This design comes from an exercise in tuning for small area and a short achievable clock period on the open sky130 flow, not from production work.
Where RTL was checked, it was by simulation tests only, not by an equivalence proof against the original.
The RTL of runs 2 to 7 was laid out without a check of its function.
Power is estimated from default activity; no workload was simulated.

==> design.v <==
module ram_dp_ar_aw (
clk       ,  
address_0 ,  
data_0    ,  
cs_0      ,  
we_0      ,  
oe_0      ,  
address_1 ,  
data_1    ,  
cs_1      ,  
we_1      ,  
oe_1         
); 
parameter DATA_WIDTH = 8 ;
parameter ADDR_WIDTH = 8 ;
parameter RAM_DEPTH = 1 << ADDR_WIDTH;
input clk ;
input [ADDR_WIDTH-1:0] address_0 ;
input cs_0 ;
input we_0 ;
input oe_0 ; 
input [ADDR_WIDTH-1:0] address_1 ;
input cs_1 ;
input we_1 ;
input oe_1 ; 
input  [DATA_WIDTH-1:0] data_0 ; 
output [DATA_WIDTH-1:0] data_1 ;
reg [DATA_WIDTH-1:0] data_1_out ;
reg [DATA_WIDTH-1:0] mem [0:RAM_DEPTH-1];
always @ (posedge clk)
begin : MEM_WRITE
  if ( cs_0 && we_0 ) begin
     mem[address_0] <= data_0;
  end
end
assign data_1 = (cs_1 && oe_1 && !we_1) ? data_1_out : {DATA_WIDTH{1'b0}}; 
always @ (*)
begin : MEM_READ_1
  if (cs_1 && !we_1 && oe_1) begin
    data_1_out = mem[address_1]; 
  end else begin
    data_1_out = 0; 
  end
end
endmodule  
module syn_fifo (
clk      ,  
rst      ,  
wr_cs    ,  
rd_cs    ,  
data_in  ,  
rd_en    ,  
wr_en    ,  
data_out ,  
empty    ,  
full        
);    
parameter DATA_WIDTH = 8;
parameter ADDR_WIDTH = 8;
parameter RAM_DEPTH = (1 << ADDR_WIDTH);
input clk ;
input rst ;
input wr_cs ;
input rd_cs ;
input rd_en ;
input wr_en ;
input [DATA_WIDTH-1:0] data_in ;
output full ;
output empty ;
output [DATA_WIDTH-1:0] data_out ;
reg [ADDR_WIDTH-1:0] wr_pointer;
reg [ADDR_WIDTH-1:0] rd_pointer;
reg [ADDR_WIDTH :0] status_cnt;
reg [DATA_WIDTH-1:0] data_out ;
wire [DATA_WIDTH-1:0] data_ram ;
assign full = (status_cnt == (RAM_DEPTH-1));
assign empty = (status_cnt == 0);
always @ (posedge clk or posedge rst)
begin : WRITE_POINTER
  if (rst) 
   begin
    wr_pointer <= 0;
   end 
  else 
   if (wr_cs && wr_en )
    begin
     wr_pointer <= wr_pointer + 1;
    end
end
always @ (posedge clk or posedge rst)
begin : READ_POINTER
  if (rst) begin
    rd_pointer <= 0;
  end 
 else 
  if (rd_cs && rd_en ) 
   begin
    rd_pointer <= rd_pointer + 1;
   end
  end
always  @ (posedge clk or posedge rst)
begin : READ_DATA
  if (rst) 
   begin
    data_out <= 0;
   end 
 else 
  if (rd_cs && rd_en ) 
   begin
    data_out <= data_ram;
   end
  end
always @ (posedge clk or posedge rst)
begin : STATUS_COUNTER
  if (rst) begin
    status_cnt <= 0;
  end else if ((rd_cs && rd_en) && !(wr_cs && wr_en) 
                && (status_cnt != 0)) begin
    status_cnt <= status_cnt - 1;
  end else if ((wr_cs && wr_en) && !(rd_cs && rd_en) 
               && (status_cnt != RAM_DEPTH)) begin
    status_cnt <= status_cnt + 1;
  end
end 
ram_dp_ar_aw #(DATA_WIDTH,ADDR_WIDTH)DP_RAM (
.clk       (clk)        ,  
.address_0 (wr_pointer) ,  
.data_0    (data_in)    ,  
.cs_0      (wr_cs)      ,  
.we_0      (wr_en)      ,  
.oe_0      (1'b0)       ,  
.address_1 (rd_pointer) ,  
.data_1    (data_ram)   ,  
.cs_1      (rd_cs)      ,  
.we_1      (1'b0)       ,  
.oe_1      (rd_en)         
);     
endmodule
==> run.sh <==
#!/bin/bash
# synth_recipe.tcl (not shown) runs the flow's synth.tcl, then flattens the netlist and writes it again
# the make line also repeats each setting of config.mk as NAME=value (left out here)
make -C /OpenROAD-flow-scripts/flow DESIGN_CONFIG=/design/flow/config.mk WORK_HOME=/design/flow/orfs CLKGATE_MAP_FILE= SYNTH_SCRIPT=/design/flow/synth_recipe.tcl finish
==> config.mk <==
export PLATFORM = sky130hd
export DESIGN_NAME = syn_fifo
export DESIGN_NICKNAME = syn_fifo
export VERILOG_FILES = /design/flow/design.v
export SDC_FILE = /design/flow/constraint.sdc
export NUM_CORES = 8
export LEC_CHECK = 0
export CAP_MARGIN = 20
export CORE_MARGIN = 2
export CORE_UTILIZATION = 40
export SLEW_MARGIN = 20
export SYNTH_MEMORY_MAX_BITS = 4096
==> constraint.sdc <==
create_clock -name core_clock -period 4.0 [get_ports {clk}]
set_input_delay 0.8000 -clock core_clock [delete_from_list [all_inputs] [get_ports {clk}]]
set_output_delay 0.8000 -clock core_clock [all_outputs]
set_load 0.01 [all_outputs]
==> reports/summary.txt, run 1 <==
sinks on the clock net: 2,081
Worst Path Arrival: 4.48 ns
CTS clk-pin slew, worst paths: 0.07 ns
critical path class: reg2reg
max cap viols: 0
Post-synth EDFFs: 2,048
Synth Net Count: 3,877
slew margin rel.: 31.9%
min setup slack post-route: 0.243 ns
hold slack: 0.433 ns
top cells by area, synth: edfxtp_1 (76%), mux4_2 (14%), mux2i_1 (2.0%), nor2_1 (1.3%), dfrtp_1 (1.0%)
layout cells sized above 1: 28.8%
Final min period: 3.76 ns
Slew Limit Fails: 0
TritonCTS Buffers: 206
Synth Flop Type: edfxtp_1
endpoints failing setup: 0
pre-CTS setup slack: 0.304 ns
clk root buf: clkbuf_16
TritonRoute pass-1 iters: 5
critical-path cell list: buf_12 > buf_12 > mux4_2 > mux4_2 > nand2_1 > a21oi_1 > nor4_1 > o21ai_1 > o2bb2ai_1
first-pass GRT wire length: 309 mm
Worst setup EP type: flip-flop
DR WL/cell: 30.1 µm
detailed router's first-iteration violation count: 5,277
Tot GR Track Use: 20.9%
number of global-route vias before repair: 41.4k
core area: 202,000 µm²
Post-Syn Area: 81,400 µm²
final period utilization: 93.9%
via count: 41.4k
Final Wtd Congestion: 0.867
final WL: 216 mm
CTS tree: built
Syn Area/Cell: 21.1 µm²
leak pwr: 30.1 nW
Slowest cell on crit path: dfrtp_4
largest net degree at the start of global routing: 141
final layout net count: 4,346
Antenna Violating Nets Remaining: 0
RSZ-0062 raised after global routing: false
PD cells: 641 nW/µm²
IO Pins: 24
Port-buffer cells: 23
Starting Density: 40.3%
Post-DP HPWL: 137 mm
CP peak stage delay: 0.85 ns
Setup TNS Final: 0 ns
register area share after synthesis: 76.6%
CP Data Required Time: 4.72 ns
Synth warnings: 2
Gate Count Post-Synth: 3,850
clock latency (worst-skew pair): 0.85 ns
Synth Register Bits: 2,081
CTS resizes: 0
top-area cell type share of the netlist area: 75.6%
postcts setup bufs: 0
startpoint types: flip-flop
status: finished clean
hold crit path type: in2reg
gr ovfl total: 0
Die Ht: 455 µm
Final Hold Viols: 0
# hold bufs at CTS: 0
vias per inst: 5.78
met1 wire length: 89.0 mm
Die Span X: 455 µm
maximum clock path buffer count: 3
Top Layer Used: met4
Die Area: 207,000 µm²
Met3 Wirelength: 17.4 mm
WL met2: 102 mm
post-layout util: 46.6%
post-synth cell types: 73
largest area contributor in the netlist: edfxtp_1
Worst Skew: 0.0525 ns
ys async rst share: 1.59%
initial antenna violation count: 7
row count: 165
worst vdd rail ir drop: 529 µV
Residual DRC: 0
synth-to-layout area growth: 15.9%
CP Max Fanout: 32
H-tree depth: 4
f_max: 266 MHz
Worst Tran Pin Value: 1.02 ns
[final cells by class]
type                       instances  area (µm²)
fill                           16600      108000
sequential                      2081       62300
multi-input combinational       1532       17700
clock buffer                     256        5460
timing repair buffer             486        4260
tap                             2672        3340
clock inverter                   122        1120
inverter                          12        50.0
antenna                            4        10.0
[worst paths after layout]
check	from	to	slack, ns	cells after the start
max	rd_pointer[1]	data_out[5]	0.24	9
max in group asynchronous	rst	rd_pointer[1]	2.80	2
min	data_in[2]	DP_RAM.mem[176][2]	0.43	1
max reg2reg	rd_pointer[1]	data_out[5]	0.24	9
min reg2reg	wr_pointer[5]	wr_pointer[5]	0.54	1
min in group asynchronous	rst	wr_pointer[2]	0.53	2
[cells by family (layout without fill, tap and decap cells)]
family / after synthesis / in the layout / synth area share (%)
other: 0 / 4 / 0
muxes: 676 / 676 / 16.0
buffers and inverters: 237 / 876 / 1.70
DFF: 2081 / 2081 / 76.6
AOI/OAI and AO/OA: 292 / 292 / 2.49
xor gates and xnor gates: 20 / 20 / 0.215
and+or+nand+nor: 531 / 531 / 2.79
adders and majority gates: 13 / 13 / 0.209
[registers in the layout (all words and copies together) (netlist names)]
signal / cells
rd_pointer: 8
status_cnt: 9
data_out: 8
DP_RAM.mem: 2048
wr_pointer: 8
[cells in the mapped netlist (all sizes together), types with 4 or more instances]
cell / instances
edfxtp: 2048
mux4: 498
nor2: 288
mux2i: 166
buf: 140
nand2: 109
clkbuf: 85
a21oi: 62
nand3: 47
a22oi: 44
dfrtp: 33
o21ai: 33
o22ai: 26
a211oi: 21
a221oi: 21
nor2b: 19
nor3: 18
xnor2: 18
ha: 12
mux2: 12
inv: 11
a31oi: 10
and2: 9
o211ai: 9
or2: 9
a22o: 8
o221ai: 8
o31ai: 8
nor4: 7
o311ai: 7
nand2b: 6
o2111ai: 6
a2111oi: 5
nand3b: 4
[where the power goes]
part | internal, W | switching (W) | leakage [nW]
combinational | 0.00725 | 0.00965 | 8.12
clock | 0.0106 | 0.00821 | 3.20
sequential | 0.0242 | 0.000514 | 18.8
[cell usage in the layout (no fill, tap or decap), types with 30 or more instances in the layout]
| master | n |
|---|---|
| nor2_1 | 286 |
| o21ai_0 | 30 |
| clkinv_2 | 30 |
| clkbuf_16 | 208 |
| a21oi_1 | 62 |
| nand3_1 | 44 |
| clkinv_1 | 59 |
| clkbuf_1 | 41 |
| edfxtp_1 | 2048 |
| mux4_2 | 498 |
| buf_4 | 422 |
| nand2_1 | 109 |
| buf_12 | 40 |
| mux2i_1 | 166 |
| a22oi_1 | 44 |
[critical path: cells and delay by family (launching register included)]
kind                   cells  cell delay [ns]
AND/OR/NAND/NOR            2             1.01
multiplexers               2             0.92
flip-flops                 1             0.85
buffers and inverters      2             0.49
AO/OA/AOI/OAI              3             0.36
[per-stage QoR]
| step | power, W | std cells | instance area (µm²) |
|---|---|---|---|
| after floorplan | 0.0356 | 3850 | 81400 |
| after global placement | 0.0420 | 6782 | 87700 |
| after detailed placement | 0.0421 | 6782 | 87700 |
| after CTS | 0.0609 | 7160 | 94200 |
| after global routing | 0.0623 | 7162 | 94300 |
| final | 0.0604 | 7165 | 94300 |
[layer usage]
| layer | track usage, % | vias up |
|---|---|---|
| li1 | - | 17000 |
| met1 | 29.7 | 22200 |
| met2 | 32.7 | 1861 |
| met3 | 3.75 | 359 |
| met4 | 6.76 | 0 |
| met5 | 0 | - |
==> run 2: changes to the inputs <==
==> design.v (replaced) <==
module ram_dp_ar_aw (
  input             clk,
  input             we,        
  input       [7:0] waddr,     
  input       [7:0] wdata,
  input      [15:0] rsel_hi,   
  input      [15:0] rsel_lo,   
  output reg  [7:0] rdata
);
reg [7:0] mem [0:255];
always @(posedge clk)
  if (we)
    mem[waddr] <= wdata;
integer g, l;
reg [7:0] grp;
always @(*) begin
  rdata = 8'd0;
  for (g = 0; g < 16; g = g + 1) begin
    grp = 8'd0;
    for (l = 0; l < 16; l = l + 1)
      grp = grp | (mem[g*16+l] & {8{rsel_lo[l]}});
    rdata = rdata | (grp & {8{rsel_hi[g]}});
  end
end
endmodule
module syn_fifo (
  input        clk,
  input        rst,
  input        wr_cs,
  input        rd_cs,
  input  [7:0] data_in,
  input        rd_en,
  input        wr_en,
  output reg [7:0] data_out,
  output reg   empty,
  output reg   full
);
wire wr = wr_cs & wr_en;
wire rd = rd_cs & rd_en;
reg  [7:0]  wr_pointer;
reg  [15:0] rd_hi, rd_lo;      
reg  [7:0]  status_cnt;        
wire [7:0]  data_ram;
always @(posedge clk or posedge rst)
  if (rst)
    wr_pointer <= 8'd0;
  else if (wr)
    wr_pointer <= wr_pointer + 8'd1;
always @(posedge clk or posedge rst)
  if (rst) begin
    rd_lo <= 16'd1;
    rd_hi <= 16'd1;
  end else if (rd) begin
    rd_lo <= {rd_lo[14:0], rd_lo[15]};
    if (rd_lo[15])
      rd_hi <= {rd_hi[14:0], rd_hi[15]};
  end
always @(posedge clk or posedge rst)
  if (rst)
    data_out <= 8'd0;
  else if (rd)
    data_out <= data_ram;
always @(posedge clk or posedge rst)
  if (rst) begin
    status_cnt <= 8'd0;
    empty      <= 1'b1;
    full       <= 1'b0;
  end else if (rd & ~wr) begin
    status_cnt <= status_cnt - 8'd1;
    empty      <= (status_cnt == 8'd1);
    full       <= 1'b0;
  end else if (wr & ~rd) begin
    status_cnt <= status_cnt + 8'd1;
    empty      <= 1'b0;
    full       <= (status_cnt == 8'd254);
  end
ram_dp_ar_aw DP_RAM (
  .clk     (clk),
  .we      (wr),
  .waddr   (wr_pointer),
  .wdata   (data_in),
  .rsel_hi (rd_hi),
  .rsel_lo (rd_lo),
  .rdata   (data_ram)
);
endmodule
==> reports/summary.txt, run 2 <==
status: finished clean
dpl cell area: 82,000 µm² (-6.4%)
number of global-route vias before repair: 41.7k (+0.77%)
Syn Area/Cell: 18.9 µm² (-11%)
CP Max Fanout: 61 (+91%)
commonest non-fill, non-tap cells in the layout: edfxtp_1 (2,048), a22o_1 (526), a221oi_1 (524), buf_4 (314), nor2_1 (270)
top-area cell type share of the netlist area: 80.2% (+4.6 points)
Residual DRC: 0 (unchanged)
Starting Density: 40.3% (about the same)
Post-DP HPWL: 132 mm (-3.5%)
count leader, synth: edfxtp_1
detailed router's first-iteration violation count: 6,058 (+15%)
core area: 190,000 µm² (-5.8%)
Gate Count Post-Synth: 4,068 (+5.7%)
first-pass GRT wire length: 309 mm (about the same)
# hold bufs at CTS: 0 (unchanged)
ys async rst share: 2.75% (+1.2 points)
row count: 160 (-3.0%)
Worst setup EP type: flip-flop
vias per inst: 6.10 (+5.5%)
Antenna Violating Nets Remaining: 0 (unchanged)
Synth Flop Type: edfxtp_1
CTS resizes: 0 (unchanged)
commonest non-fill, non-tap cell in the layout: edfxtp_1
TritonCTS Buffers: 207 (+0.49%)
Synth Net Count: 4,091 (+5.5%)
Synth Register Bits: 2,106 (+1.2%)
largest area contributor in the netlist: edfxtp_1
slew margin rel.: 29.7% (-2.2 points)
startpoint types: flip-flop
Worst Path Arrival: 4.05 ns (-0.43 ns)
endpoints failing setup: 0 (unchanged)
max reg flops: 2,048 (unchanged)
Register Area: 63,000 µm² (+1.1%)
post-synth cell types: 37 (-49%)
top cells by area, synth: edfxtp_1 (80%), a22o_1 (6.0%), a221oi_1 (6.0%), dfrtp_1 (1.8%), nor2_1 (1.3%)
area of the multi-input gates: 12,500 µm² (-29%)
commonest cells in the netlist: edfxtp_1 (2,048), a22o_1 (526), a221oi_1 (524), nor2_1 (270), nand4_1 (129)
Placed Cells: 6,670 (-1.7%)
f_max: 299 MHz (+12%)
initial antenna violation count: 2 (-5)
max cap viols: 0 (unchanged)
Port-buffer cells: 23 (unchanged)
DR WL/cell: 30.7 µm (+1.9%)
leak pwr: 28.1 nW (-6.8%)
PD cells: 510 nW/µm² (-20%)
layout cells sized above 1: 15.7% (-13 points)
Final min period: 3.35 ns (-0.408 ns)
Setup TNS Final: 0 ns (unchanged)
via count: 43.0k (+3.9%)
Tot GR Track Use: 21.7% (+0.83 points)
final WL: 217 mm (+0.36%)
Die Span X: 442 µm (-2.9%)
largest net degree at the start of global routing: 99 (-30%)
Die Area: 195,000 µm² (-5.7%)
Final Hold Viols: 0 (unchanged)
postcts setup bufs: 0 (unchanged)
Post-Syn Area: 76,700 µm² (-5.7%)
Slew Limit Fails: 0 (unchanged)
worst vdd rail ir drop: 475 µV (-10%)
CTS tree: built
final layout net count: 4,391 (+1.0%)
Final Wtd Congestion: 0.880 (+1.5%)
clock latency (worst-skew pair): 0.85 ns (about the same)
sinks on the clock net: 2,106 (+1.2%)
Worst Tran Pin Value: 1.06 ns (+0.0335 ns)
CP Data Required Time: 4.70 ns (-0.02 ns)
Worst Skew: 0.0398 ns (-0.0127 ns)
hold slack: 0.399 ns (-0.0336 ns)
Die Ht: 442 µm (-2.9%)
IO Pins: 24 (unchanged)
Reg with most FFs: DP_RAM.mem
Non-Filler Instances: 7,057 (-1.5%)
register area share after synthesis: 82.1% (+5.5 points)
post-route cell area: 88,800 µm² (-5.8%)
TritonRoute pass-1 iters: 6 (+1)
clk root buf: clkbuf_16
hold crit path type: in2reg
H-tree depth: 4 (unchanged)
critical path class: reg2reg
Post-synth EDFFs: 2,048 (unchanged)
Synth warnings: 2 (unchanged)
synth-to-layout area growth: 15.8% (about the same)
final period utilization: 83.7% (-10 points)
CTS clk-pin slew, worst paths: 0.06 ns (about the same)
filler cell count: 15.7k (-5.7%)
maximum clock path buffer count: 3 (unchanged)
RSZ-0062 raised after global routing: false
Largest regs: DP_RAM.mem (2048), rd_hi (16), rd_lo (16)
gr ovfl total: 0 (unchanged)
## run 2: changes by cell type after synthesis, sizes merged, moves of 22 or more
cell    before  now
nand3       47   10
o22ai       26    0
o21ai       33    3
a22o         8  526
nand4        3  129
mux2i      166    1
clkbuf      85  122
a221oi      21  526
dfrtp       33   55
mux4       498    0
a21oi       62    4
## run 2: metal layers
metal,vias to the layer above,global-route usage (%),share of wire [%]
met1,22500,31.1,41
met5,-,0,0
met3,317,3.97,9.4
met2,2299,34.3,47
met4,0,5.72,2.6
li1,17900,-,-
## run 2: worst max-delay path, cell delays in order (launching register included)
cell      delay [ns]
dfrtp_4         0.83
buf_4           0.43
buf_4           0.23
a221oi_1        0.42
nand4_1         0.32
a22o_1          0.26
a221oi_1        0.45
a41oi_1         0.18
## run 2: stage by stage
step | setup WS, ns | utilization, % | power (W)
2_1_floorplan | 1.37 | - | 0.0253
3_3_place_gp | 0.600 | 43.1 | 0.0262
3_5_place_dp | 0.497 | 43.1 | 0.0262
4_1_cts | 0.665 | 46.7 | 0.0455
5_1_grt | 0.544 | 46.7 | 0.0464
6_report | 0.650 | 46.7 | 0.0453
## run 2: cell type report
cell class,instances,share of cell area [%]
timing repair buffer,373,3.77
inverter,7,0.0296
sequential,2106,70.9
clock buffer,256,6.10
antenna,4,0.0113
multi-input combinational,1673,14.1
tap,2511,3.54
clock inverter,127,1.55
## run 2: final timing paths
path	startpoint	cells past startpoint	to	slack (ns)
worst max-delay path	rd_lo[9]	7	data_out[0]	0.65
worst min-delay path	data_in[0]	1	DP_RAM.mem[169][0]	0.40
min in group asynchronous	rst	2	wr_pointer[0]	0.48
worst min register to register	empty	2	empty	0.50
worst max register to register	rd_lo[9]	7	data_out[0]	0.65
max in group asynchronous	rst	3	rd_lo[0]	2.69
## run 2: cells by family after synthesis
kind of cell	after synthesis	share of synthesized area [%]
compound gates	1104	12.5
flops	2106	82.1
buf+inv	289	1.69
mux	18	0.263
simple gates	527	3.14
xor+xnor	15	0.171
fa+ha+maj	9	0.147
## run 2: report_power, final
group / internal [W] / switching [W]
logic: 0.000274 / 0.00101
registers: 0.0244 / 0.000144
clock network: 0.0111 / 0.00843
==> run 3: changes to the inputs <==
--- a/config.mk
+++ b/config.mk
@@ -7,6 +7,7 @@
 export LEC_CHECK = 0
 export CAP_MARGIN = 20
 export CORE_MARGIN = 2
-export CORE_UTILIZATION = 40
+export CORE_UTILIZATION = 60
+export SETUP_SLACK_MARGIN = 2.0
 export SLEW_MARGIN = 20
 export SYNTH_MEMORY_MAX_BITS = 4096
==> reports/summary.txt, run 3 <==
Synth Flop Type: edfxtp_1
Final min period: 2.79 ns (-0.562 ns)
sinks on the clock net: 2,106 (unchanged)
Reg power frac: 55.1% (+1.0 points)
Slowest cell on crit path: a221oi_1
Synth Net Count: 4,091 (unchanged)
top cells by area, synth: edfxtp_1 (80%), a22o_1 (6.0%), a221oi_1 (6.0%), dfrtp_1 (1.8%), nor2_1 (1.3%)
Simple-Gate Fraction of Synth Area: 3.14% (unchanged)
PD cells: 481 nW/µm² (-5.7%)
XOR/XNOR share of the synthesized area: 0.171% (unchanged)
Gate Count Post-Synth: 4,068 (unchanged)
largest area contributor in the netlist: edfxtp_1
max cap viols: 0 (unchanged)
Pwr Total: 0.0445 W (-1.7%)
worst vdd rail ir drop: 467 µV (-1.8%)
Reg with most FFs: DP_RAM.mem
CP Max Fanout: 80 (+31%)
pre-CTS setup slack: 0.465 ns (-0.0317 ns)
Antenna Violating Nets Remaining: 0 (unchanged)
Die Area: 131,000 µm² (-33%)
max reg flops: 2,048 (unchanged)
filler cell count: 7,417 (-53%)
Post-DP HPWL: 137 mm (+4.1%)
IO Pins: 24 (unchanged)
Slew Limit Fails: 0 (unchanged)
register area share after synthesis: 82.1% (unchanged)
largest net degree at the start of global routing: 86 (-13%)
final WL: 243 mm (+12%)
final layout net count: 4,390 (-0.023%)
clock power share: 40.7% (-2.4 points)
CTS clk-pin slew, worst paths: 0.06 ns (about the same)
Worst Skew: 0.0233 ns (-0.0165 ns)
clk root buf: clkbuf_16
min setup slack post-route: 1.21 ns (+0.562 ns)
row count: 131 (-18%)
Synth warnings: 2 (unchanged)
H-tree depth: 4 (unchanged)
Final Hold Viols: 0 (unchanged)
slew margin rel.: 36.2% (+6.5 points)
switching power total: 0.00963 W (+0.51%)
post-synthesis compound-gate area fraction: 12.5% (unchanged)
first-pass GRT wire length: 334 mm (+8.2%)
Port-buffer cells: 23 (unchanged)
layout cells sized above 1: 26.7% (+11 points)
critical path class: reg2reg
core area: 127,000 µm² (-33%)
commonest non-fill, non-tap cell in the layout: edfxtp_1
ys async rst share: 2.75% (unchanged)
Setup TNS Final: 0 ns (unchanged)
reg2reg setup slack: 1.21 ns (+0.56 ns)
gr ovfl total: 0 (unchanged)
Comb power frac: 4.2% (+1.4 points)
number of global-route vias before repair: 43.8k (+5.0%)
maximum clock path buffer count: 3 (unchanged)
worst path bufs/invs: 1 (-1)
Die Span X: 362 µm (-18%)
clock latency (worst-skew pair): 0.84 ns (about the same)
Worst Path Arrival: 3.49 ns (-0.56 ns)
Internal: 0.0349 W (-2.3%)
TritonCTS Buffers: 202 (-2.4%)
DR WL/cell: 39.2 µm (+28%)
status: finished clean
initial antenna violation count: 4 (+2)
CTS tree: built
leak pwr: 28.9 nW (+3.1%)
mux contribution to synthesized area: 0.263% (unchanged)
f_max: 359 MHz (+20%)
count leader, synth: edfxtp_1
Die Ht: 362 µm (-18%)
final period utilization: 69.7% (-14 points)
post-synth cell types: 37 (unchanged)
Syn Area/Cell: 18.9 µm² (unchanged)
largest family of logic cells by synthesized area: compound AO/OA/AOI/OAI gates
synth-to-layout area growth: 20.7%
Final Wtd Congestion: 0.890 (+1.2%)
top-area cell type share of the netlist area: 80.2% (unchanged)
Post-synth EDFFs: 2,048 (unchanged)
via count: 45.0k (+4.5%)
TritonRoute pass-1 iters: 6 (unchanged)
Worst setup EP type: flip-flop
post-synthesis adder-cell area fraction: 0.147% (unchanged)
CP top delay family: compound AO/OA/AOI/OAI gates
endpoints failing setup: 0 (unchanged)
Post-Syn Area: 76,700 µm² (unchanged)
commonest non-fill, non-tap cells in the layout: edfxtp_1 (2,048), a22o_1 (518), a221oi_1 (350), nor2_4 (245), clkbuf_16 (218)
CP Data Required Time: 4.71 ns (about the same)
Worst Tran Pin Value: 0.957 ns (-0.0980 ns)
Starting Density: 60.3% (+20 points)
vias per inst: 7.25 (+19%)
CP peak stage delay: 0.53 ns (-0.30 ns)
Tot GR Track Use: 36.9% (+15 points)
RSZ-0062 raised after global routing: true
Net Sw Frac: 21.6% (+0.47 points)
Residual DRC: 0 (unchanged)
startpoint types: flip-flop
hold crit path type: reg2reg
detailed router's first-iteration violation count: 6,900 (+14%)
critical-path cell list: buf_12 > a22o_1 > a221oi_1 > nand4_1 > a221oi_2 > a41oi_2
Largest regs: DP_RAM.mem (2048), rd_hi (16), rd_lo (16)
post-layout util: 72.8% (+26 points)
Synth Register Bits: 2,106 (unchanged)
commonest cells in the netlist: edfxtp_1 (2,048), a22o_1 (526), a221oi_1 (524), nor2_1 (270), nand4_1 (129)
[run 3: cell counts after synthesis]
Identical to the previous run, type by type.
[run 3: final cells by class]
class / count / area [µm²] / share of cell area [%]
Inverter: 7 / 56.3 / 0.0608
Clock inverter: 105 / 692 / 0.747
Timing Repair Buffer: 376 / 5000 / 5.40
Sequential cell: 2106 / 63000 / 68.1
Tap cell: 1662 / 2080 / 2.25
Clock buffer: 263 / 5510 / 5.94
Multi-Input combinational cell: 1674 / 16200 / 17.5
Antenna cell: 6 / 15.0 / 0.0162
[run 3: worst paths after layout]
path	start	endpoint	depth (start not counted)
setup reg to reg	rd_lo[6]	data_out[3]	6
max in group asynchronous	rst	data_out[2]	3
setup / recovery	rd_lo[6]	data_out[3]	6
hold reg to reg	status_cnt[7]	empty	1
hold / removal	status_cnt[7]	empty	1
min in group asynchronous	rst	status_cnt[2]	2
[run 3: layer usage]
metal  vias up  global-route usage (%)  share of wire [%]
met4         0                    15.4                4.6
met3       503                    8.01                 12
met1     23400                    52.0                 37
li1      18000                       -                  -
met5         -                       0                  0
met2      3074                    56.6                 47
[run 3: power by group through the flow]
stage	clock [W]	sequential [W]	combinational, W
floorplan	0	0.0249	0.000575
global placement	0	0.0250	0.00142
detailed placement	0	0.0250	0.00145
CTS	0.0181	0.0245	0.00167
global route	0.0190	0.0246	0.00189
finish	0.0181	0.0246	0.00185
[run 3: cells by family (layout without fill, tap and decap cells)]
kind of cell,Yosys count,after routing
DFF,2106,2106
AOI/OAI and AO/OA,1104,1104
and+or+nand+nor,527,528
buffers and inverters,289,751
muxes,18,18
xor gates and xnor gates,15,15
adders and majority gates,9,9
other,0,6
[run 3: worst reg2reg max path: stages, from the launching register on]
cell,delay (ns)
dfrtp_4,0.51
buf_12,0.20
a22o_1,0.60
a221oi_1,0.53
nand4_1,0.31
a221oi_2,0.36
a41oi_2,0.15
[run 3: repair_timing]
item / CTS / global route
gates cloned: 8 / 8
setup endpoints to repair: 2038 / 1216
pin swaps: 128 / 80
buffers inserted: 141 / 27
hold buffers: 0 / 0
resized for setup: 441 / 74
[run 3: metrics by stage]
stage                     hold WS, ns  cell area (µm²)  instances
after floorplan                 0.443            78500       4068
after global placement          0.475            81200       5641
after global routing            0.521            92600       6194
after detailed placement        0.474            81200       5641
final                           0.483            92600       6199
after CTS                       0.474            91600       6158
==> run 4: changes to the inputs <==
--- a/config.mk
+++ b/config.mk
@@ -5,9 +5,11 @@
 export SDC_FILE = /design/flow/constraint.sdc
 export NUM_CORES = 8
 export LEC_CHECK = 0
+export ABC_CLOCK_PERIOD_IN_PS = 1000
 export CAP_MARGIN = 20
 export CORE_MARGIN = 2
 export CORE_UTILIZATION = 60
-export SETUP_SLACK_MARGIN = 2.0
+export SETUP_SLACK_MARGIN = 2.2
 export SLEW_MARGIN = 20
 export SYNTH_MEMORY_MAX_BITS = 4096
+export TNS_END_PERCENT = 100
==> reports/summary.txt, run 4 <==
WHS Endpoint: empty
Slew Limit Fails: 0 (unchanged)
FF-to-FF Start: rd_lo[0]
core area: 127,000 µm² (unchanged)
register area share after synthesis: 82.1% (unchanged)
critical-path cell list: buf_12 > buf_4 > a22o_1 > a221oi_1 > nand4_1 > a22oi_2 > and4_1 > a41oi_1
H-tree depth: 4 (unchanged)
Register Area: 63,000 µm² (unchanged)
sinks on the clock net: 2,106 (unchanged)
final WL: 254 mm (+4.6%)
CP top delay family: compound AO/OA/AOI/OAI gates
R2R depth: 8 (+2)
synth-to-layout area growth: 25.6%
count leader, synth: edfxtp_1
detailed router's first-iteration violation count: 7,707 (+12%)
DR WL/cell: 39.9 µm (+1.8%)
Tot GR Track Use: 38.4% (+1.5 points)
CP peak stage delay: 0.58 ns (+0.05 ns)
pre-CTS setup slack: 0.274 ns (-0.191 ns)
Syn Area/Cell: 18.9 µm² (unchanged)
Final min period: 2.89 ns (+0.0988 ns)
critical path class: reg2reg
number of global-route vias before repair: 44.6k (+1.7%)
reg-to-reg endpoint: data_out[5]
post-layout util: 75.7% (+2.9 points)
IO Pins: 24 (unchanged)
endpoints failing setup: 0 (unchanged)
Placed Cells: 5,626 (-0.27%)
TritonRoute pass-1 iters: 7 (+1)
Post-DP HPWL: 136 mm (-0.76%)
Final Wtd Congestion: 0.923 (+3.7%)
max cap viols: 0 (unchanged)
slew margin rel.: 24.0% (-12 points)
via count: 46.4k (+3.1%)
initial antenna violation count: 12 (+8)
largest area contributor in the netlist: edfxtp_1
hold crit path type: reg2reg
Post-synth EDFFs: 2,048 (unchanged)
Worst Path Arrival: 3.57 ns (+0.08 ns)
top-area cell type share of the netlist area: 80.2% (unchanged)
commonest cells in the netlist: edfxtp_1 (2,048), a22o_1 (526), a221oi_1 (524), nor2_1 (270), nand4_1 (129)
final layout net count: 4,572 (+4.1%)
worst vdd rail ir drop: 501 µV (+7.3%)
RSZ-0062 raised after global routing: true
ys async rst share: 2.75% (unchanged)
Final Hold Viols: 0 (unchanged)
final period utilization: 72.1% (+2.5 points)
reg2reg setup slack: 1.11 ns (-0.10 ns)
Port-buffer cells: 23 (unchanged)
layout cells sized above 1: 30.3% (+3.7 points)
filler cell count: 6,817 (-8.1%)
Setup TNS Final: 0 ns (unchanged)
commonest non-fill, non-tap cell in the layout: edfxtp_1
Reg with most FFs: DP_RAM.mem
Synth Register Bits: 2,106 (unchanged)
CTS clk-pin slew, worst paths: 0.07 ns (about the same)
Synth warnings: 2 (unchanged)
row count: 131 (unchanged)
f_max: 347 MHz (-3.4%)
Starting Density: 60.3% (unchanged)
status: finished clean
Die Area: 131,000 µm² (unchanged)
Residual DRC: 0 (unchanged)
Gate Count Post-Synth: 4,068 (unchanged)
TritonCTS Buffers: 198 (-2.0%)
gr ovfl total: 0 (unchanged)
hold_sp: status_cnt[7]
Hold Path Depth: 1 (unchanged)
first-pass GRT wire length: 346 mm (+3.6%)
maximum clock path buffer count: 3 (unchanged)
post-synth cell types: 37 (unchanged)
Die Ht: 362 µm (unchanged)
Non-Filler Instances: 6,372 (+2.8%)
Antenna Violating Nets Remaining: 0 (unchanged)
min setup slack post-route: 1.11 ns (-0.0988 ns)
startpoint types: flip-flop
max reg flops: 2,048 (unchanged)
Worst setup EP type: flip-flop
clk root buf: clkbuf_16
commonest non-fill, non-tap cells in the layout: edfxtp_1 (2,048), a22o_1 (521), a221oi_1 (336), nor2_4 (256), clkbuf_16 (210)
PD cells: 475 nW/µm² (-1.3%)
Worst Skew: 0.0401 ns (+0.0168 ns)
area of the multi-input gates: 16,800 µm² (+3.6%)
Post-Syn Area: 76,700 µm² (unchanged)
Synth Net Count: 4,091 (unchanged)
leak pwr: 30.5 nW (+5.4%)
Synth Flop Type: edfxtp_1
largest net degree at the start of global routing: 96 (+12%)
Largest regs: DP_RAM.mem (2048), rd_hi (16), rd_lo (16)
CP Max Fanout: 19 (-76%)
worst path bufs/invs: 2 (+1)
clock latency (worst-skew pair): 0.85 ns (about the same)
top cells by area, synth: edfxtp_1 (80%), a22o_1 (6.0%), a221oi_1 (6.0%), dfrtp_1 (1.8%), nor2_1 (1.3%)
Worst Tran Pin Value: 1.14 ns (+0.183 ns)
Slowest cell on crit path: dfstp_4
Die Span X: 362 µm (unchanged)
vias per inst: 7.28 (+0.34%)
CTS tree: built
CP Data Required Time: 4.68 ns (-0.03 ns)
run 4: logic make-up after synthesis:
group           after synthesis  share of synthesized area (%)
xor+xnor                     15                          0.171
compound gates             1104                           12.5
mux                          18                          0.263
flops                      2106                           82.1
simple gates                527                           3.14
buf+inv                     289                           1.69
fa+ha+maj                     9                          0.147
run 4: power by group:
| part | total (W) | leakage, nW | internal [W] | switching (W) |
|---|---|---|---|---|
| combinational | 0.00286 | 8.33 | 0.000989 | 0.00187 |
| sequential | 0.0245 | 19.1 | 0.0244 | 0.000174 |
| clock | 0.0183 | 3.05 | 0.0104 | 0.00795 |
| total | 0.0457 | 30.5 | 0.0357 | 0.0100 |
run 4: repair_timing:
item / 4_1_cts / 5_1_grt
resized for setup: 550 / 164
buffers inserted: 292 / 68
endpoints found under the setup margin: 2092 / 2074
hold buffers: 0 / 0
gates cloned: 18 / 7
pin swaps: 263 / 151
run 4: metrics by stage:
step,total power [W],hold slack [ns],cell area [µm²]
3_5_place_dp,0.0266,0.477,81700
2_1_floorplan,0.0257,0.443,79500
3_3_place_gp,0.0265,0.470,81700
6_report,0.0457,0.476,96300
4_1_cts,0.0453,0.442,94700
5_1_grt,0.0467,0.503,96300
run 4: how the worst max path moves through the flow:
stage          slack, ns            endpoint     start  depth (start not counted)
6_report            1.11         data_out[5]  rd_lo[0]                          8
3_3_place_gp        0.33  DP_RAM.mem[227][1]     wr_en                          5
5_1_grt             1.13         data_out[5]  rd_lo[0]                          8
3_5_place_dp        0.27    DP_RAM.mem[3][7]     wr_en                          5
4_1_cts             1.27         data_out[0]  rd_lo[3]                          8
2_1_floorplan       1.85  DP_RAM.mem[127][0]     wr_cs                          4
run 4: layer usage:
metal,vias to the layer above,track usage [%],part of all wire (%)
met3,728,10.8,14
met4,14,17.3,5.8
met5,-,0,0.042
met1,23800,53.1,35
met2,3445,57.5,45
li1,18400,-,-
run 4: cell type report:
cell class / count / share of cell area (%)
flip-flops and latches: 2106 / 65.4
multi-input cells: 1679 / 17.5
repair buffers: 556 / 8.37
clock buffers: 258 / 5.63
well taps: 1662 / 2.16
clock inverters: 99 / 0.848
inverters: 7 / 0.0585
repair inverters: 1 / 0.0169
diodes: 4 / 0.0104
==> run 5: changes to the inputs <==
==> design.v (replaced) <==
module ram_dp_ar_aw (
  input             clk,
  input             we,         
  input       [7:0] waddr,      
  input       [7:0] wdata,
  input      [31:0] row_sel,    
  input      [31:0] row_sel0,   
  output reg [63:0] col_q       
);
reg [7:0] mem [0:255];
always @(posedge clk)
  if (we)
    mem[waddr] <= wdata;
integer r, c;
reg [63:0] col_d;
always @(*) begin
  col_d = 64'd0;
  for (c = 0; c < 8; c = c + 1)
    for (r = 0; r < 32; r = r + 1)
      col_d[8*c +: 8] = col_d[8*c +: 8] |
        (mem[8*r+c] & {8{(c == 0) ? row_sel0[r] : row_sel[r]}});
end
always @(posedge clk)
  col_q <= col_d;
endmodule
module syn_fifo (
  input        clk,
  input        rst,
  input        wr_cs,
  input        rd_cs,
  input  [7:0] data_in,
  input        rd_en,
  input        wr_en,
  output reg [7:0] data_out,
  output reg   empty,
  output reg   full
);
wire wr = wr_cs & wr_en;
wire rd = rd_cs & rd_en;
reg        wr_q;
reg  [7:0] din_q, din_qq;
reg  [7:0] wr_pointer;
always @(posedge clk or posedge rst)
  if (rst)
    wr_q <= 1'b0;
  else
    wr_q <= wr;
always @(posedge clk) begin
  din_q  <= data_in;
  din_qq <= din_q;
end
always @(posedge clk or posedge rst)
  if (rst)
    wr_pointer <= 8'd0;
  else if (wr_q)
    wr_pointer <= wr_pointer + 8'd1;
reg  [7:0]  rd_col;
reg  [31:0] rd_row;
always @(posedge clk or posedge rst)
  if (rst) begin
    rd_col <= 8'd1;
    rd_row <= 32'd1;
  end else if (rd) begin
    rd_col <= {rd_col[6:0], rd_col[7]};
    if (rd_col[7])
      rd_row <= {rd_row[30:0], rd_row[31]};
  end
wire [31:0] row_sel0 = rd_col[0] ? rd_row : {rd_row[30:0], rd_row[31]};
reg  [7:0] status_cnt;
reg        byp1, byp2;     
always @(posedge clk or posedge rst)
  if (rst) begin
    status_cnt <= 8'd0;
    empty      <= 1'b1;
    full       <= 1'b0;
  end else if (rd & ~wr) begin
    status_cnt <= status_cnt - 8'd1;
    empty      <= (status_cnt == 8'd1);
    full       <= 1'b0;
  end else if (wr & ~rd) begin
    status_cnt <= status_cnt + 8'd1;
    empty      <= 1'b0;
    full       <= (status_cnt == 8'd254);
  end
always @(posedge clk or posedge rst)
  if (rst) begin
    byp1 <= 1'b0;
    byp2 <= 1'b0;
  end else begin
    byp1 <= wr   & (rd ? (status_cnt == 8'd1) : (status_cnt == 8'd0));
    byp2 <= wr_q & (rd ? (status_cnt == 8'd2) : (status_cnt == 8'd1));
  end
wire [63:0] col_q;
reg  [7:0]  col_word;
integer c;
always @(*) begin
  col_word = 8'd0;
  for (c = 0; c < 8; c = c + 1)
    col_word = col_word | (col_q[8*c +: 8] & {8{rd_col[c]}});
end
wire [7:0] head = byp1 ? din_q : (byp2 ? din_qq : col_word);
always @(posedge clk or posedge rst)
  if (rst)
    data_out <= 8'd0;
  else if (rd)
    data_out <= head;
ram_dp_ar_aw DP_RAM (
  .clk      (clk),
  .we       (wr_q),
  .waddr    (wr_pointer),
  .wdata    (din_q),
  .row_sel  (rd_row),
  .row_sel0 (row_sel0),
  .col_q    (col_q)
);
endmodule
==> config.mk (replaced) <==
export PLATFORM = sky130hd
export DESIGN_NAME = syn_fifo
export DESIGN_NICKNAME = syn_fifo
export VERILOG_FILES = /design/flow/design.v
export SDC_FILE = /design/flow/constraint.sdc
export NUM_CORES = 8
export LEC_CHECK = 0
export CAP_MARGIN = 20
export CORE_MARGIN = 2
export CORE_UTILIZATION = 60
export SETUP_SLACK_MARGIN = 2.0
export SLEW_MARGIN = 20
export SYNTH_MEMORY_MAX_BITS = 4096
==> reports/summary.txt, run 5 <==
Final min period: 2.56 ns (-0.327 ns)
Placed Cells: 6,220 (+11%)
ys async rst share: 3.14% (+0.39 points)
largest net degree at the start of global routing: 123 (+28%)
Reg with most FFs: DP_RAM.mem
commonest non-fill, non-tap cell in the layout: edfxtp_1
endpoints failing setup: 0 (unchanged)
IO Pins: 24 (unchanged)
Worst Skew: 0.0400 ns (-0.0000785 ns)
Setup TNS Final: 0 ns (unchanged)
TritonRoute pass-1 iters: 9 (+2)
RSZ-0062 raised after global routing: true
Register Area: 65,000 µm² (+3.1%)
Die Area: 135,000 µm² (+3.6%)
Syn Area/Cell: 17.9 µm² (-5.3%)
Comb power frac: 4.6% (-1.6 points)
Residual DRC: 0 (unchanged)
largest area contributor in the netlist: edfxtp_1
top cells by area, synth: edfxtp_1 (77%), a22oi_1 (7.4%), dfrtp_1 (2.1%), dfxtp_1 (2.0%), a221oi_1 (1.5%)
Final Wtd Congestion: 0.941 (+1.9%)
vias per inst: 7.58 (+4.1%)
first-pass GRT wire length: 427 mm (+23%)
hold crit path type: in2async
filler cell count: 7,043 (+3.3%)
Starting Density: 60.5% (+0.15 points)
reg-to-reg endpoint: data_out[6]
initial antenna violation count: 35 (+23)
detailed router's first-iteration violation count: 11.7k (+51%)
switching power total: 0.0106 W (+6.2%)
f_max: 391 MHz (+13%)
Simple-Gate Fraction of Synth Area: 4.56% (+1.4 points)
sinks on the clock net: 2,197 (+4.3%)
final WL: 326 mm (+28%)
count leader, synth: edfxtp_1
gr ovfl total: 0 (unchanged)
max cap viols: 0 (unchanged)
maximum clock path buffer count: 3 (unchanged)
Worst setup EP type: flip-flop
layout cells sized above 1: 32.7% (+2.4 points)
commonest cells in the netlist: edfxtp_1 (2,048), a22oi_1 (779), nor2_1 (269), clkbuf_1 (226), nand3_1 (156)
# hold bufs at CTS: 0 (unchanged)
CP Max Fanout: 7 (-12)
Final Hold Viols: 0 (unchanged)
Synth Register Bits: 2,197 (+4.3%)
R2R depth: 4 (-4)
Largest regs: DP_RAM.mem (2048), DP_RAM.col_q (64), rd_row (32)
post-layout util: 77.3% (+1.6 points)
area of the multi-input gates: 16,700 µm² (-0.51%)
register area share after synthesis: 81.6% (-0.50 points)
synth-to-layout area growth: 27.8%
clock power share: 42.5% (+2.4 points)
Reg power frac: 52.9% (-0.8 points)
post-synth cell types: 44 (+19%)
Antenna Violating Nets Remaining: 0 (unchanged)
CTS clk-pin slew, worst paths: 0.06 ns (about the same)
number of global-route vias before repair: 49.8k (+12%)
slew margin rel.: 6.68% (-17 points)
post-synthesis adder-cell area fraction: 0.157% (+0.011 points)
H-tree depth: 4 (unchanged)
startpoint types: flip-flop
row count: 133 (+1.5%)
commonest non-fill, non-tap cells in the layout: edfxtp_1 (2,048), a22oi_1 (673), buf_4 (408), clkbuf_16 (229), buf_12 (211)
status: finished clean
mux contribution to synthesized area: 1.11% (+0.85 points)
Worst Path Arrival: 3.26 ns (-0.31 ns)
clk root buf: clkbuf_16
Internal: 0.0377 W (+5.4%)
clock latency (worst-skew pair): 0.86 ns (about the same)
largest family of logic cells by synthesized area: compound AO/OA/AOI/OAI gates
worst vdd rail ir drop: 605 µV (+21%)
Gate Count Post-Synth: 4,453 (+9.5%)
Synth Flop Type: edfxtp_1
top-area cell type share of the netlist area: 77.4% (-2.8 points)
post-synthesis compound-gate area fraction: 11.0% (-1.6 points)
Slew Limit Fails: 0 (unchanged)
final period utilization: 64.0% (-8.2 points)
Port-buffer cells: 23 (unchanged)
Die Span X: 368 µm (+1.8%)
XOR/XNOR share of the synthesized area: 0.165% (-0.0060 points)
Die Ht: 368 µm (+1.8%)
CP Data Required Time: 4.70 ns (+0.02 ns)
Synth warnings: 2 (unchanged)
reg2reg setup slack: 1.44 ns (+0.33 ns)
max reg flops: 2,048 (unchanged)
Worst Tran Pin Value: 1.40 ns (+0.260 ns)
Post-synth EDFFs: 2,048 (unchanged)
PD cells: 475 nW/µm² (about the same)
critical path class: reg2reg
Post-DP HPWL: 162 mm (+19%)
leak pwr: 33.5 nW (+9.9%)
Net Sw Frac: 22.0% (+0.14 points)
FF-to-FF Start: rd_col[3]
CTS tree: built
Tot GR Track Use: 47.2% (+8.8 points)
core area: 131,000 µm² (+3.4%)
via count: 54.3k (+17%)
Synth Net Count: 4,477 (+9.4%)
final layout net count: 5,223 (+14%)
DR WL/cell: 45.5 µm (+14%)
TritonCTS Buffers: 213 (+7.6%)
Non-Filler Instances: 7,161 (+12%)
hold slack: 0.304 ns (-0.172 ns)
Post-Syn Area: 79,500 µm² (+3.6%)
[run 5: cell types whose count changed in the layout (fill, tap and decap cells not counted), moves of 47 or more]
| cell | previous run | this run |
|---|---|---|
| buf_4 | 145 | 408 |
| nand3_1 | 4 | 118 |
| dfxtp_1 | 0 | 72 |
| a22oi_2 | 30 | 106 |
| or4_4 | 0 | 47 |
| a221oi_1 | 336 | 28 |
| nor2_4 | 256 | 129 |
| a22o_1 | 521 | 126 |
| nor2_1 | 12 | 117 |
| a221oi_2 | 170 | 99 |
| a22oi_1 | 6 | 673 |
[run 5: area by class of cell]
cell class                      instances  area share, %
Tap cell                             1755           2.16
Clock inverter                        117           1.10
Inverter                                9         0.0369
Timing Repair Buffer                  822           10.3
Clock buffer                          288           5.86
Antenna cell                           17         0.0419
Multi-Input combinational cell       1956           16.5
Sequential cell                      2197           64.0
[run 5: worst max path at each step]
stage               startpoint         endpoint  slack (ns)  cells after the start
floorplan                rd_cs    status_cnt[3]        1.54                      8
global placement         rd_cs    status_cnt[7]        0.91                     10
detailed placement       rd_cs    status_cnt[7]        0.91                     10
CTS                  rd_col[0]  DP_RAM.col_q[1]        1.51                      7
global route         rd_col[0]  DP_RAM.col_q[5]        1.47                      6
finish               rd_col[3]      data_out[6]        1.44                      4
[run 5: worst max-delay path, stage by stage (launching register included)]
cell and delay (ns):
dfrtp_2 0.49, a222oi_1 1.20, a311oi_1 0.23, a21oi_1 0.34, a21oi_1 0.13
[run 5: what timing repair did]
action / in CTS / in global routing
endpoints found under the setup margin: 2068 / 1095
endpoints found under the hold margin: 0 / 0
buffers inserted: 403 / 75
resized for setup: 844 / 195
pin swaps: 240 / 119
cloned: 29 / 10
[run 5: kinds of logic after synthesis]
family	Yosys count
buf+inv	301
xor+xnor	15
mux	76
flops	2197
simple gates	733
compound gates	1121
fa+ha+maj	10
[run 5: routing by layer]
metal	track usage [%]	up-vias	share of wire (%)
met3	18.9	1322	18
met4	26.9	44	7.6
met5	0	-	0.14
li1	-	20000	-
met2	65.3	5540	42
met1	63.8	27300	33
[run 5: power groups by stage]
stage / sequential [W] / clock (W) / combinational, W
finish: 0.0255 / 0.0205 / 0.00222
global route: 0.0255 / 0.0213 / 0.00221
CTS: 0.0255 / 0.0203 / 0.00168
detailed placement: 0.0260 / 0 / 0.00120
global placement: 0.0260 / 0 / 0.00119
floorplan: 0.0260 / 0 / 0.000492
[run 5: metrics by stage]
stage                     power (W)  area, µm²  worst slack (ns)
final                        0.0483     102000              1.44
after detailed placement     0.0272      83300             0.913
after global routing         0.0490     102000              1.47
after floorplan              0.0265      79500              1.54
after CTS                    0.0475      99700              1.51
after global placement       0.0272      83300             0.915
==> run 6: changes to the inputs <==
--- a/config.mk
+++ b/config.mk
@@ -8,6 +8,6 @@
 export CAP_MARGIN = 20
 export CORE_MARGIN = 2
 export CORE_UTILIZATION = 60
-export SETUP_SLACK_MARGIN = 2.0
+export SETUP_SLACK_MARGIN = 1.6
 export SLEW_MARGIN = 20
 export SYNTH_MEMORY_MAX_BITS = 4096
==> reports/summary.txt, run 6 <==
Slew Limit Fails: 0 (unchanged)
core area: 131,000 µm² (unchanged)
final layout net count: 4,856 (-7.0%)
Syn Area/Cell: 17.9 µm² (unchanged)
slew margin rel.: 9.52% (+2.8 points)
CTS tree: built
RSZ-0062 raised after global routing: true
TritonCTS Buffers: 213 (unchanged)
pre-CTS setup slack: 0.913 ns (unchanged)
sinks on the clock net: 2,197 (unchanged)
via count: 50.4k (-7.2%)
row count: 133 (unchanged)
# hold bufs at CTS: 0 (unchanged)
Starting Density: 60.5% (unchanged)
endpoints failing setup: 0 (unchanged)
leak pwr: 30.3 nW (-9.6%)
Worst setup EP type: flip-flop
maximum clock path buffer count: 3 (unchanged)
largest net degree at the start of global routing: 123 (unchanged)
Post-synth EDFFs: 2,048 (unchanged)
register area share after synthesis: 81.6% (unchanged)
clock latency (worst-skew pair): 0.85 ns (about the same)
CTS clk-pin slew, worst paths: 0.06 ns (about the same)
clk root buf: clkbuf_16
Gate Count Post-Synth: 4,453 (unchanged)
Largest regs: DP_RAM.mem (2048), DP_RAM.col_q (64), rd_row (32)
dpl cell area: 83,300 µm² (unchanged)
Placed Cells: 6,220 (unchanged)
commonest cells in the netlist: edfxtp_1 (2,048), a22oi_1 (779), nor2_1 (269), clkbuf_1 (226), nand3_1 (156)
first-pass GRT wire length: 393 mm (-7.8%)
Die Ht: 368 µm (unchanged)
Setup TNS Final: 0 ns (unchanged)
top-area cell type share of the netlist area: 77.4% (unchanged)
hold crit path type: in2async
number of global-route vias before repair: 46.4k (-6.7%)
layout cells sized above 1: 21.5% (-11 points)
startpoint types: flip-flop
max cap viols: 0 (unchanged)
Synth Net Count: 4,477 (unchanged)
worst vdd rail ir drop: 604 µV (-0.28%)
gr ovfl total: 0 (unchanged)
critical path class: reg2reg
vias per inst: 7.42 (-2.1%)
Final Hold Viols: 0 (unchanged)
Final Wtd Congestion: 0.941 (unchanged)
Non-Filler Instances: 6,785 (-5.3%)
count leader, synth: edfxtp_1
status: finished clean
Die Area: 135,000 µm² (unchanged)
DR WL/cell: 43.0 µm (-5.6%)
commonest non-fill, non-tap cells in the layout: edfxtp_1 (2,048), a22oi_1 (765), buf_4 (321), clkbuf_16 (220), nor2_1 (146)
Register Area: 65,000 µm² (about the same)
Final min period: 2.54 ns (-0.0219 ns)
initial antenna violation count: 16 (-54%)
TritonRoute pass-1 iters: 9 (unchanged)
Synth Flop Type: edfxtp_1
final WL: 292 mm (-11%)
max reg flops: 2,048 (unchanged)
post-route cell area: 93,700 µm² (-7.8%)
final period utilization: 63.4% (-0.55 points)
detailed router's first-iteration violation count: 9,389 (-20%)
ys async rst share: 3.14% (unchanged)
Port-buffer cells: 23 (unchanged)
Worst Skew: 0.0283 ns (-0.0118 ns)
Post-DP HPWL: 162 mm (unchanged)
Die Span X: 368 µm (unchanged)
Reg with most FFs: DP_RAM.mem
commonest non-fill, non-tap cell in the layout: edfxtp_1
synth-to-layout area growth: 17.9%
Worst Path Arrival: 3.25 ns (about the same)
Tot GR Track Use: 43.1% (-4.1 points)
Worst Tran Pin Value: 1.36 ns (-0.0426 ns)
top cells by area, synth: edfxtp_1 (77%), a22oi_1 (7.4%), dfrtp_1 (2.1%), dfxtp_1 (2.0%), a221oi_1 (1.5%)
Synth Register Bits: 2,197 (unchanged)
IO Pins: 24 (unchanged)
Synth warnings: 2 (unchanged)
area of the multi-input gates: 14,600 µm² (-13%)
largest area contributor in the netlist: edfxtp_1
f_max: 394 MHz (+0.86%)
CP Data Required Time: 4.71 ns (about the same)
H-tree depth: 4 (unchanged)
post-synth cell types: 44 (unchanged)
PD cells: 505 nW/µm² (+6.3%)
Post-Syn Area: 79,500 µm² (unchanged)
Residual DRC: 0 (unchanged)
filler cell count: 8,241 (+17%)
Antenna Violating Nets Remaining: 0 (unchanged)
min setup slack post-route: 1.46 ns (+0.0219 ns)
CP Max Fanout: 5 (-2)
run 6: cell counts after synthesis:
No cell type changed its count.
run 6: worst paths after layout:
| kind | depth (start not counted) | end | start | slack, ns |
|---|---|---|---|---|
| worst max-delay path | 7 | DP_RAM.col_q[7] | rd_col[0] | 1.46 |
| worst min-delay path | 2 | status_cnt[2] | rst | 0.30 |
| worst max register to register | 7 | DP_RAM.col_q[7] | rd_col[0] | 1.46 |
| worst min register to register | 1 | status_cnt[5] | status_cnt[5] | 0.49 |
| max in group asynchronous | 3 | rd_row[10] | rst | 2.78 |
| min in group core_clock | 1 | din_q[3] | data_in[3] | 0.38 |
run 6: metrics by stage:
stage	total power, W	utilization, %	hold WS [ns]
after global placement	0.0272	63.4	0.485
final	0.0473	71.3	0.302
after CTS	0.0471	70.6	0.276
after global routing	0.0482	71.3	0.323
after detailed placement	0.0272	63.4	0.483
after floorplan	0.0265	-	0.447
run 6: timing repair:
action                      CTS  global route
gates resized for setup     240            96
pin swaps                     6            17
setup endpoints to repair  1242          1150
gates cloned                  2             1
buffers inserted            113            34
run 6: kinds of logic (layout without fill, tap and decap cells):
kind of cell | count (synthesis) | count (layout) | synth area share (%)
simple gates | 733 | 733 | 4.56
mux | 76 | 76 | 1.11
compound gates | 1121 | 1121 | 11.0
flops | 2197 | 2197 | 81.6
fa+ha+maj | 10 | 10 | 0.157
buf+inv | 301 | 870 | 1.49
other cells | 0 | 8 | 0
xor+xnor | 15 | 15 | 0.165
run 6: layer usage:
metal	part of all wire, %	vias up	global-route usage, %
met1	36	25800	61.6
li1	-	19200	-
met2	43	4536	61.3
met3	16	787	13.2
met5	0.052	-	0
met4	5.4	22	19.9
run 6: where the power goes:
| group | switching [W] | internal, W |
|---|---|---|
| combinational | 0.00109 | 0.000295 |
| sequential | 0.000285 | 0.0253 |
| clock | 0.00869 | 0.0117 |
run 6: final cells by class:
cell class / count / share of cell area, %
Sequential cell: 2197 / 69.4
Multi-Input combinational cell: 1955 / 15.6
Clock buffer: 288 / 6.35
Timing Repair Buffer: 456 / 5.06
Tap cell: 1755 / 2.34
Clock inverter: 117 / 1.19
Inverter: 9 / 0.0401
Antenna cell: 8 / 0.0214
run 6: worst max-delay path: stages, from the launching register on:
cell and delay, ns:
dfstp_4 0.65, buf_12 0.17, buf_16 0.16, mux2_4 0.37, buf_12 0.15, a22oi_1 0.26, nand3_1 0.16, or4_1 0.51
==> run 7: changes to the inputs <==
==> design.v (replaced) <==
module ram_dp_ar_aw (
  input             clk,
  input             we,         
  input       [7:0] wcol,       
  input       [4:0] wrow,       
  input       [7:0] wdata,
  input      [31:0] row_sel,    
  input      [31:0] row_sel0,   
  output reg [63:0] col_q       
);
reg [7:0] mem [0:255];
integer r, c;
always @(posedge clk)
  for (r = 0; r < 32; r = r + 1)
    for (c = 0; c < 8; c = c + 1)
      if (we && wcol[c] && wrow == r)
        mem[8*r+c] <= wdata;
reg [63:0] col_d;
always @(*) begin
  col_d = 64'd0;
  for (c = 0; c < 8; c = c + 1)
    for (r = 0; r < 32; r = r + 1)
      col_d[8*c +: 8] = col_d[8*c +: 8] |
        (mem[8*r+c] & {8{(c == 0) ? row_sel0[r] : row_sel[r]}});
end
always @(posedge clk)
  col_q <= col_d;
endmodule
module syn_fifo (
  input        clk,
  input        rst,
  input        wr_cs,
  input        rd_cs,
  input  [7:0] data_in,
  input        rd_en,
  input        wr_en,
  output [7:0] data_out,
  output       empty,
  output       full
);
wire wr = wr_cs & wr_en;
wire rd = rd_cs & rd_en;
reg        wr_q;
reg  [7:0] din_q, din_qq;
reg  [7:1] wr_col_h;           
reg        wr_col0_n;
reg  [4:0] wr_row;             
wire [7:0] wr_col = {wr_col_h, ~wr_col0_n};
always @(posedge clk or posedge rst)
  if (rst)
    wr_q <= 1'b0;
  else
    wr_q <= wr;
always @(posedge clk) begin
  din_q  <= data_in;
  din_qq <= din_q;
end
always @(posedge clk or posedge rst)
  if (rst) begin
    wr_col_h  <= 7'd0;
    wr_col0_n <= 1'b0;
    wr_row    <= 5'd0;
  end else if (wr_q) begin
    wr_col_h  <= wr_col[6:0];
    wr_col0_n <= ~wr_col[7];
    if (wr_col[7])
      wr_row <= wr_row + 5'd1;
  end
reg  [7:1]  rd_col_h;
reg         rd_col0_n;
reg  [31:1] rd_row_h;
reg         rd_row0_n;
reg  [31:1] rd_nrow_h;         
reg         rd_nrow0_n;
wire [7:0]  rd_col  = {rd_col_h, ~rd_col0_n};
wire [31:0] rd_row  = {rd_row_h, ~rd_row0_n};
wire [31:0] rd_row0 = {rd_nrow_h, ~rd_nrow0_n};
always @(posedge clk or posedge rst)
  if (rst) begin
    rd_col_h   <= 7'd0;
    rd_col0_n  <= 1'b0;
    rd_row_h   <= 31'd0;
    rd_row0_n  <= 1'b0;
    rd_nrow_h  <= 31'd0;
    rd_nrow0_n <= 1'b0;
  end else if (rd) begin
    rd_col_h  <= rd_col[6:0];
    rd_col0_n <= ~rd_col[7];
    if (rd_col[7]) begin
      rd_row_h  <= rd_row[30:0];
      rd_row0_n <= ~rd_row[31];
    end
    if (rd_col[0]) begin
      rd_nrow_h  <= rd_row0[30:0];
      rd_nrow0_n <= ~rd_row0[31];
    end
  end
reg  [7:0] status_cnt;
reg        not_empty, is1, is2, is254, full_r;
reg        byp1, byp2;     
wire       inc = wr & ~rd;
wire       dec = rd & ~wr;
always @(posedge clk or posedge rst)
  if (rst) begin
    status_cnt <= 8'd0;
    not_empty  <= 1'b0;
    is1        <= 1'b0;
    is2        <= 1'b0;
    is254      <= 1'b0;
    full_r     <= 1'b0;
  end else if (dec) begin
    status_cnt <= status_cnt - 8'd1;
    not_empty  <= ~is1;
    is1        <= is2;
    is2        <= (status_cnt == 8'd3);
    is254      <= full_r;
    full_r     <= 1'b0;
  end else if (inc) begin
    status_cnt <= status_cnt + 8'd1;
    not_empty  <= 1'b1;
    is1        <= ~not_empty;
    is2        <= is1;
    is254      <= (status_cnt == 8'd253);
    full_r     <= is254;
  end
always @(posedge clk or posedge rst)
  if (rst) begin
    byp1 <= 1'b0;
    byp2 <= 1'b0;
  end else begin
    byp1 <= wr   & (rd ? is1 : ~not_empty);
    byp2 <= wr_q & (rd ? is2 : is1);
  end
assign empty = ~not_empty;
assign full  = full_r;
wire [63:0] col_q;
reg  [7:0]  col_word;
integer c;
always @(*) begin
  col_word = 8'd0;
  for (c = 0; c < 8; c = c + 1)
    col_word = col_word | (col_q[8*c +: 8] & {8{rd_col[c]}});
end
wire [7:0] head = byp1 ? din_q : (byp2 ? din_qq : col_word);
reg [7:0] data_out_r;
always @(posedge clk or posedge rst)
  if (rst)
    data_out_r <= 8'd0;
  else if (rd)
    data_out_r <= head;
assign data_out = data_out_r;
ram_dp_ar_aw DP_RAM (
  .clk      (clk),
  .we       (wr_q),
  .wcol     (wr_col),
  .wrow     (wr_row),
  .wdata    (din_q),
  .row_sel  (rd_row),
  .row_sel0 (rd_row0),
  .col_q    (col_q)
);
endmodule
==> reports/summary.txt, run 7 <==
leak pwr: 29.3 nW (-3.3%)
Synth warnings: 3 (+1)
f_max: 390 MHz (-1.1%)
commonest non-fill, non-tap cells in the layout: edfxtp_1 (2,048), a22oi_1 (1,012), buf_4 (308), nand4_1 (258), clkbuf_16 (220)
number of global-route vias before repair: 46.3k (-0.34%)
Synth Register Bits: 2,237 (+1.8%)
Final Wtd Congestion: 0.911 (-3.2%)
CTS clk-pin slew, worst paths: 0.06 ns (about the same)
Placed Cells: 6,270 (+0.80%)
Reg power frac: 52.0% (-2.0 points)
Slew Limit Fails: 0 (unchanged)
RSZ-0062 raised after global routing: true
Starting Density: 60.2% (-0.24 points)
ys async rst share: 4.87% (+1.7 points)
core area: 133,000 µm² (+1.1%)
Gate Count Post-Synth: 4,440 (-0.29%)
vias per inst: 7.37 (-0.71%)
hold crit path type: in2reg
synth-to-layout area growth: 15.3%
max reg flops: 2,048 (unchanged)
Post-Syn Area: 80,100 µm² (+0.74%)
count leader, synth: edfxtp_1
Net Sw Frac: 26.1% (+4.9 points)
Worst Path Arrival: 3.12 ns (-0.13 ns)
TritonRoute pass-1 iters: 9 (unchanged)
DR WL/cell: 43.0 µm (about the same)
Comb power frac: 10.5% (+7.6 points)
maximum clock path buffer count: 3 (unchanged)
Setup TNS Final: 0 ns (unchanged)
critical path class: reg2reg
R2R depth: 5 (-2)
gr ovfl total: 0 (unchanged)
IO Pins: 24 (unchanged)
worst vdd rail ir drop: 549 µV (-9.1%)
Post-synth EDFFs: 2,048 (unchanged)
Die Ht: 369 µm (+0.36%)
CP Data Required Time: 4.55 ns (-0.16 ns)
via count: 49.7k (-1.4%)
Worst Tran Pin Value: 1.04 ns (-0.322 ns)
final WL: 290 mm (-0.59%)
Final Hold Viols: 0 (unchanged)
Antenna Violating Nets Remaining: 0 (unchanged)
initial antenna violation count: 20 (+4)
top-area cell type share of the netlist area: 76.8% (-0.57 points)
endpoints failing setup: 0 (unchanged)
H-tree depth: 4 (unchanged)
post-synth cell types: 47 (+6.8%)
largest net degree at the start of global routing: 135 (+9.8%)
dpl cell area: 84,100 µm² (+0.92%)
final layout net count: 4,805 (-1.1%)
Worst Skew: 0.0232 ns (-0.00506 ns)
PD cells: 570 nW/µm² (+13%)
clock power share: 37.6% (-5.5 points)
first-pass GRT wire length: 390 mm (-0.84%)
Synth Net Count: 4,468 (-0.20%)
layout cells sized above 1: 18.4% (-3.1 points)
detailed router's first-iteration violation count: 9,563 (+1.9%)
sinks on the clock net: 2,237 (+1.8%)
register area share after synthesis: 82.2% (+0.65 points)
Die Span X: 369 µm (+0.36%)
Worst setup EP type: flip-flop
status: finished clean
Hold Path Depth: 1
TritonCTS Buffers: 214 (+0.47%)
Non-Filler Instances: 6,741 (-0.65%)
Internal: 0.0389 W (+4.4%)
Largest regs: DP_RAM.mem (2048), DP_RAM.col_q (64)
Final min period: 2.57 ns (+0.0294 ns)
commonest cells in the netlist: edfxtp_1 (2,048), a22oi_1 (1,014), nor2_1 (262), nand4_1 (258), clkbuf_1 (153)
switching power total: 0.0137 W (+37%)
filler cell count: 8,637 (+4.8%)
row count: 134 (+0.75%)
min setup slack post-route: 1.43 ns (-0.0294 ns)
CP Max Fanout: 8 (+3)
post-route cell area: 92,300 µm² (-1.4%)
Syn Area/Cell: 18.0 µm² (+1.0%)
clock latency (worst-skew pair): 0.87 ns (+0.02 ns)
Port-buffer cells: 23 (unchanged)
Reg with most FFs: DP_RAM.mem
slew margin rel.: 31.0% (+21 points)
top cells by area, synth: edfxtp_1 (77%), a22oi_1 (9.5%), dfrtp_1 (3.4%), nand4_1 (2.0%), dfxtp_1 (2.0%)
largest area contributor in the netlist: edfxtp_1
Residual DRC: 0 (unchanged)
final period utilization: 64.2% (+0.73 points)
pre-CTS setup slack: 0.855 ns (-0.0584 ns)
Die Area: 136,000 µm² (+0.73%)
CTS tree: built
Synth Flop Type: edfxtp_1
Tot GR Track Use: 42.6% (-0.51 points)
commonest non-fill, non-tap cell in the layout: edfxtp_1
clk root buf: clkbuf_16
max cap viols: 0 (unchanged)
startpoint types: flip-flop
Post-DP HPWL: 158 mm (-2.3%)
==> run 7: changes by cell type after synthesis, sizes merged, moves of 74 or more <==
cell and delta:
a221oi -132, a22o -126, a22oi +245, clkbuf -74
nand3 -137, nand4 +125
==> run 7: timing repair <==
action	in CTS	in global routing
resized for setup	128	31
endpoints found under the setup margin	870	646
setup buffers	42	17
pin swaps	0	1
hold buffers	0	0
==> run 7: power groups by stage <==
stage                     Sequential (W)  Combinational (W)  Clock [W]
after floorplan                   0.0270            0.00265          0
after global placement            0.0280            0.00451          0
after detailed placement          0.0280            0.00453          0
after CTS                         0.0273            0.00513     0.0197
after global routing              0.0273            0.00558     0.0206
final                             0.0274            0.00551     0.0198
==> run 7: per-stage QoR <==
step	hold slack [ns]	util [%]	total power, W
floorplan	0.423	-	0.0296
global placement	0.457	63.2	0.0325
detailed placement	0.475	63.2	0.0326
CTS	0.325	69.2	0.0522
global route	0.362	69.4	0.0535
finish	0.369	69.5	0.0526
==> run 7: cell families after synthesis <==
logic type | after synthesis | share of synthesized area, %
DFF | 2237 | 82.2
xor gates and xnor gates | 5 | 0.0547
buffers and inverters | 302 | 1.57
AOI/OAI and AO/OA | 1124 | 10.5
adders and majority gates | 14 | 0.228
and+or+nand+nor | 690 | 4.48
muxes | 68 | 0.955
==> run 7: layout make-up <==
class,count,area (µm²),share of cell area (%)
Clock inverter,106,781,0.845
Clock buffer,295,6010,6.50
Sequential cell,2237,66000,71.4
Timing Repair Buffer,399,3850,4.17
Inverter,24,103,0.111
Antenna cell,11,27.5,0.0298
Multi-Input combinational cell,1901,13400,14.5
Tap cell,1768,2210,2.40
==> run 7: final timing paths <==
kind                                    start  slack, ns            endpoint
worst max-delay path                wr_row[2]       1.43  DP_RAM.mem[143][7]
worst min-delay path               data_in[7]       0.37            din_q[7]
worst max register to register      wr_row[2]       1.43  DP_RAM.mem[143][7]
worst min register to register  data_out_r[7]       0.48       data_out_r[7]
max in group asynchronous                 rst       2.73        rd_row_h[20]
min in group asynchronous                 rst       0.44       data_out_r[2]
==> run 7: per-layer routing <==
metal / up-vias / track usage (%) / wire (µm)
met5: - / 0.499 / 391
met1: 25500 / 60.1 / 102000
met2: 4283 / 61.7 / 128000
li1: 19100 / - / -
met3: 821 / 12.3 / 43800
met4: 21 / 20.3 / 15900
==> run 7: critical path, stage by stage, from the launching register on <==
cell	delay, ns
dfrtp_1	0.46
nor2_2	0.40
nand3_1	0.56
buf_4	0.43
nor2_1	0.14
buf_4	0.26

[re-timing with driven ports]
Ports are ideal in the flow. The routed layouts listed here were re-timed in OpenROAD.
Step 1, drivers: a clkbuf_16 drives clk and a buf_2 each remaining input, both assumed.
Step 2 also shifts input and output timing later by t, the mid clock arrival at the registers, as if the neighbouring blocks saw the same clock.
Three values: no drivers, after step 1, after step 2; two values: the first two.
run	t (ns)	setup WS [ns]	worst hold slack (ns)	latest minus earliest clock arrival (ns)
run 1	0.911	0.243 / 0.243 / 0.243	0.433 / 0.376 / 0.544	0.053 / 0.053
run 2	0.920	0.650 / 0.650 / 0.487	0.399 / 0.357 / 0.499	0.043 / 0.044
run 3	0.913	1.213 / 1.213 / 1.146	0.483 / 0.432 / 0.483	0.025 / 0.025
run 4	0.911	1.114 / 1.114 / 1.114	0.476 / 0.451 / 0.476	0.042 / 0.042
run 5	0.923	1.441 / 1.441 / 1.185	0.304 / 0.249 / 0.518	0.041 / 0.041
run 6	0.923	1.463 / 1.463 / 0.948	0.302 / 0.240 / 0.494	0.033 / 0.033
run 7	0.929	1.433 / 1.433 / 0.924	0.369 / 0.312 / 0.478	0.029 / 0.029
After both steps setup and hold are still met in every run listed. The setup slack of run 6, which loses most, moves by 0.000 ns with the drivers and by -0.515 ns with both steps.
